Source: an optimization exercise on an open RTL-to-GDS flow (aim: small area and a short achievable clock period). Production flows keep margins and buffers that such runs may drop. In this exercise RTL edits were held to simulation tests only and were not proved equivalent to the original. Power is estimated from default activity; no workload was simulated.

==> run a: inputs <==
## alu_top
module alu_top (
    input             clk,
    input      [3:0]  control,
    input             CI,
    input      [31:0] DATA_A,
    input      [31:0] DATA_B,
    output reg [31:0] OUT,
    output reg        CO,
    output reg        OVF,
    output reg        N,
    output reg        Z
);
==> module ALU, before the edit <==
module ALU #(parameter WIDTH=8)
    (
	  input [3:0] control,
	  input CI,
	  input [WIDTH-1:0] DATA_A,
	  input [WIDTH-1:0] DATA_B,
      output [WIDTH-1:0] OUT,
	  output CO,
	  output OVF,
	  output N, Z
    );
wire c3 = control[3], c2 = control[2], c1 = control[1], c0 = control[0];
wire arith = ~c3 & (c2 | c1);
wire sub   = c1;                        
wire inv   = c1 & c0;                   
wire cin   = ~c2 | ((c1 | c0) & CI);    
wire k     = cin ^ inv;                 
wire [WIDTH-1:0] X = DATA_A;
wire [WIDTH-1:0] Y = DATA_B ^ {WIDTH{sub}};
wire [WIDTH:0] sum = {1'b0, X} + {1'b0, Y} + {{WIDTH{1'b0}}, k};
wire [WIDTH-1:0] S = sum[WIDTH-1:0];
wire c_out = sum[WIDTH];
wire c_msb = S[WIDTH-1] ^ X[WIDTH-1] ^ Y[WIDTH-1];    
reg [WIDTH-1:0] L;
always @(*) begin
	case ({c3, c1, c0})
		3'b000: L = DATA_A & DATA_B;
		3'b001: L = DATA_A ^ DATA_B;
		3'b100: L = DATA_A | DATA_B;
		3'b101: L = DATA_B;
		3'b110: L = DATA_A ^ ~DATA_B;
		3'b111: L = ~DATA_B;
		default: L = {WIDTH{1'b0}};
	endcase
end
wire lvalid = (c3 & c2) | (~c3 & ~c2 & ~c1);    
wire [WIDTH-1:0] LM = L & {WIDTH{lvalid}};
assign OUT = arith ? (S ^ {WIDTH{inv}}) : LM;
assign N = OUT[WIDTH-1];
wire [WIDTH-1:0] P = X ^ Y;
wire [WIDTH-1:0] T = inv ? (X & Y) : (X | Y);
wire [WIDTH-1:0] Tprev = {T[WIDTH-2:0], k};
wire [WIDTH-1:0] zbit_a = ~(P ^ Tprev ^ {WIDTH{inv}});
assign Z = arith ? &zbit_a : ~|LM;
wire addop = ~c3 & c2 & ~c1;                    
assign CO  = arith & (sub ? ~OUT[WIDTH-1] : c_out);
assign OVF = arith & (c_msb ^ c_out);
endmodule
==> flow/config.mk <==
export PLATFORM = sky130hd
export DESIGN_NAME = alu_top
export DESIGN_NICKNAME = alu_top
export VERILOG_FILES = /design/flow/design.v
export SDC_FILE = /design/flow/constraint.sdc
export NUM_CORES = 4
export LEC_CHECK = 0
export ABC_CLOCK_PERIOD_IN_PS = 2000
export CAP_MARGIN = 20
export CORE_MARGIN = 2
export CORE_UTILIZATION = 40
export SLEW_MARGIN = 20
==> flow/constraint.sdc <==
create_clock -name core_clock -period 10.0 [get_ports {clk}]
set_input_delay 2.0000 -clock core_clock [delete_from_list [all_inputs] [get_ports {clk}]]
set_output_delay 2.0000 -clock core_clock [all_outputs]
set_load 0.01 [all_outputs]
run.sh (not shown) runs the stock make flow with config.mk's settings and CLKGATE_MAP_FILE= SYNTH_SCRIPT=/design/flow/synth_recipe.tcl, a recipe that flattens the netlist after the stock synthesis.
==> run b (differences from run a) <==
==> flow/design.v (replaced) <==
module alu_top (
    input             clk,
    input      [3:0]  control,
    input             CI,
    input      [31:0] DATA_A,
    input      [31:0] DATA_B,
    output reg [31:0] OUT,
    output reg        CO,
    output reg        OVF,
    output reg        N,
    output reg        Z
);
reg  [3:0]  control_q;
reg         CI_q;
reg  [31:0] A_q, B_q;
wire [31:0] out_w;
wire        co_w, ovf_w, n_w, z_w;
always @(posedge clk) begin
    control_q <= control;
    CI_q      <= CI;
    A_q       <= DATA_A;
    B_q       <= DATA_B;
end
ALU #(.WIDTH(32)) alu (
    .control(control_q), .CI(CI_q), .DATA_A(A_q), .DATA_B(B_q),
    .OUT(out_w), .CO(co_w), .OVF(ovf_w), .N(n_w), .Z(z_w)
);
always @(posedge clk) begin
    OUT <= out_w;
    CO  <= co_w;
    OVF <= ovf_w;
    N   <= n_w;
    Z   <= z_w;
end
endmodule

module ALU #(parameter WIDTH=8)
    (
	  input [3:0] control,
	  input CI,
	  input [WIDTH-1:0] DATA_A,
	  input [WIDTH-1:0] DATA_B,
      output reg [WIDTH-1:0] OUT,
	  output reg CO,
	  output reg OVF,
	  output N, Z
    );
parameter AND=4'b0000,
		  EXOR=4'b0001,
		  SubtractionAB=4'b0010,
		  SubtractionBA=4'b0011,
		  Addition=4'b0100,
		  Addition_Carry=4'b0101,
		  SubtractionAB_Carry=4'b0110,
		  SubtractionBA_Carry=4'b0111,
		  ORR=4'b1100,
		  Move=4'b1101,
		  Bit_Clear=4'b1110,
		  Move_Not=4'b1111;
assign N = OUT[WIDTH-1];
assign Z = ~(|OUT);
always@(*) begin
	case(control)
		AND:begin
			OUT = DATA_A & DATA_B;
			CO = 1'b0;
			OVF = 1'b0;
		end
		EXOR:begin
			OUT = DATA_A ^ DATA_B;
			CO = 1'b0;
			OVF = 1'b0;
		end
		SubtractionAB:begin
			OUT = DATA_A - DATA_B;
			CO = ~N;  
			OVF = (DATA_A[WIDTH-1] & ~DATA_B[WIDTH-1] & ~OUT[WIDTH-1]) | (~DATA_A[WIDTH-1] & DATA_B[WIDTH-1] & OUT[WIDTH-1]);
		end
		SubtractionBA:begin
			OUT = DATA_B - DATA_A;
			CO = ~N;  
			OVF = (DATA_B[WIDTH-1] & ~DATA_A[WIDTH-1] & ~OUT[WIDTH-1]) | (~DATA_B[WIDTH-1] & DATA_A[WIDTH-1] & OUT[WIDTH-1]);
		end
		Addition:begin
			{CO,OUT} = DATA_A + DATA_B;
			OVF = (DATA_A[WIDTH-1] & DATA_B[WIDTH-1] & ~OUT[WIDTH-1]) | (~DATA_A[WIDTH-1] & ~DATA_B[WIDTH-1] & OUT[WIDTH-1]);
		end
		Addition_Carry:begin
			{CO,OUT} = DATA_A + DATA_B + CI;
			OVF = (DATA_A[WIDTH-1] & DATA_B[WIDTH-1] & ~OUT[WIDTH-1]) | (~DATA_A[WIDTH-1] & ~DATA_B[WIDTH-1] & OUT[WIDTH-1]);
		end
		SubtractionAB_Carry:begin
			OUT = DATA_A - DATA_B + CI - 1;
			CO = ~N;  
			OVF = (DATA_A[WIDTH-1] & ~DATA_B[WIDTH-1] & ~OUT[WIDTH-1]) | (~DATA_A[WIDTH-1] & DATA_B[WIDTH-1] & OUT[WIDTH-1]);
		end
		SubtractionBA_Carry:begin
			OUT = DATA_B - DATA_A + CI - 1;
			CO = ~N;  
			OVF = (DATA_B[WIDTH-1] & ~DATA_A[WIDTH-1] & ~OUT[WIDTH-1]) | (~DATA_B[WIDTH-1] & DATA_A[WIDTH-1] & OUT[WIDTH-1]);
		end
		ORR:begin
			OUT = DATA_A | DATA_B;
			CO = 1'b0;
			OVF = 1'b0;
		end
		Move:begin
			OUT = DATA_B;
			CO = 1'b0;
			OVF = 1'b0;
		end
		Bit_Clear:begin
			OUT = DATA_A ^ ~DATA_B;
			CO = 1'b0;
			OVF = 1'b0;
		end
		Move_Not:begin
			OUT = ~DATA_B;
			CO = 1'b0;
			OVF = 1'b0;
		end
		default:begin
		OUT = {WIDTH{1'b0}};
		CO = 1'b0;
		OVF = 1'b0;
		end
	endcase
end
endmodule	 
- ABC_CLOCK_PERIOD_IN_PS: 2000 -> default
==> run c (differences from run a) <==
- ABC_CLOCK_PERIOD_IN_PS: 2000 -> default
==> qor summary <==
Status: run b complete, no violations; run a complete, no violations; run c complete, no violations
Met3 routing resource usage after global routing: run b 9.792%; run a 3.587%; run c 3.587%
Sequential fraction of the synthesis area: run b 14.57%; run a 26.23%; run c 26.23%
Met1 layer wirelength in the final routing: run b 29,680 um; run a 9570 um; run c 9570 um
Die outline width: run b 193.0 um; run a 144.9 um; run c 144.9 um
Seq pwr share: run b 25.9%; run a 34.8%; run c 34.8%
Setup WS post-layout: run b 3.674 ns; run a 5.757 ns; run c 5.757 ns
Highest attainable clock frequency: run b 158.1 MHz; run a 235.7 MHz; run c 235.7 MHz
Clock-net power: run b 0.365 mW; run a 0.392 mW; run c 0.392 mW
Via count of the first global-routing pass: run b 14,710; run a 6,284; run c 6,284
Synthesized area per cell: run b 7.325 um2; run a 8.057 um2; run c 8.057 um2
Count of vias placed by the detailed router: run b 16,320; run a 6,818; run c 6,818
Register-to-register path setup slack: run b 3.67 ns; run a 5.76 ns; run c 5.76 ns

re-timing with driven ports:
The flow's constraints put no driver on any port. The routed layouts listed below were extracted and timed again, unchanged, in two steps. Step 1 (the two cells are an assumption about what drives the block):
set clk [get_ports {clk}]
set_driving_cell -lib_cell sky130_fd_sc_hd__clkbuf_16 $clk
set_driving_cell -lib_cell sky130_fd_sc_hd__buf_2 [delete_from_list [all_inputs] $clk]
Step 2 times the ports against the registers' clock, not the clock port: input delays grow and output delays shrink by t, the midpoint of the rising clock arrivals with the driver on. a / b / c = ideal / step 1 / step 2; a / b = the first two.
run | t (ns) | setup WS [ns] | worst register clock-pin slew, ns | pins driven straight from the clock port
run a | 0.407 | 5.757 / 5.757 / 5.757 | 0.07 / 0.07 | 1
run b | 0.446 | 3.674 / 3.674 / 3.674 | 0.09 / 0.09 | 1
run c | 0.407 | 5.757 / 5.757 / 5.757 | 0.07 / 0.07 | 1
After both steps setup and hold are still met in every run listed.
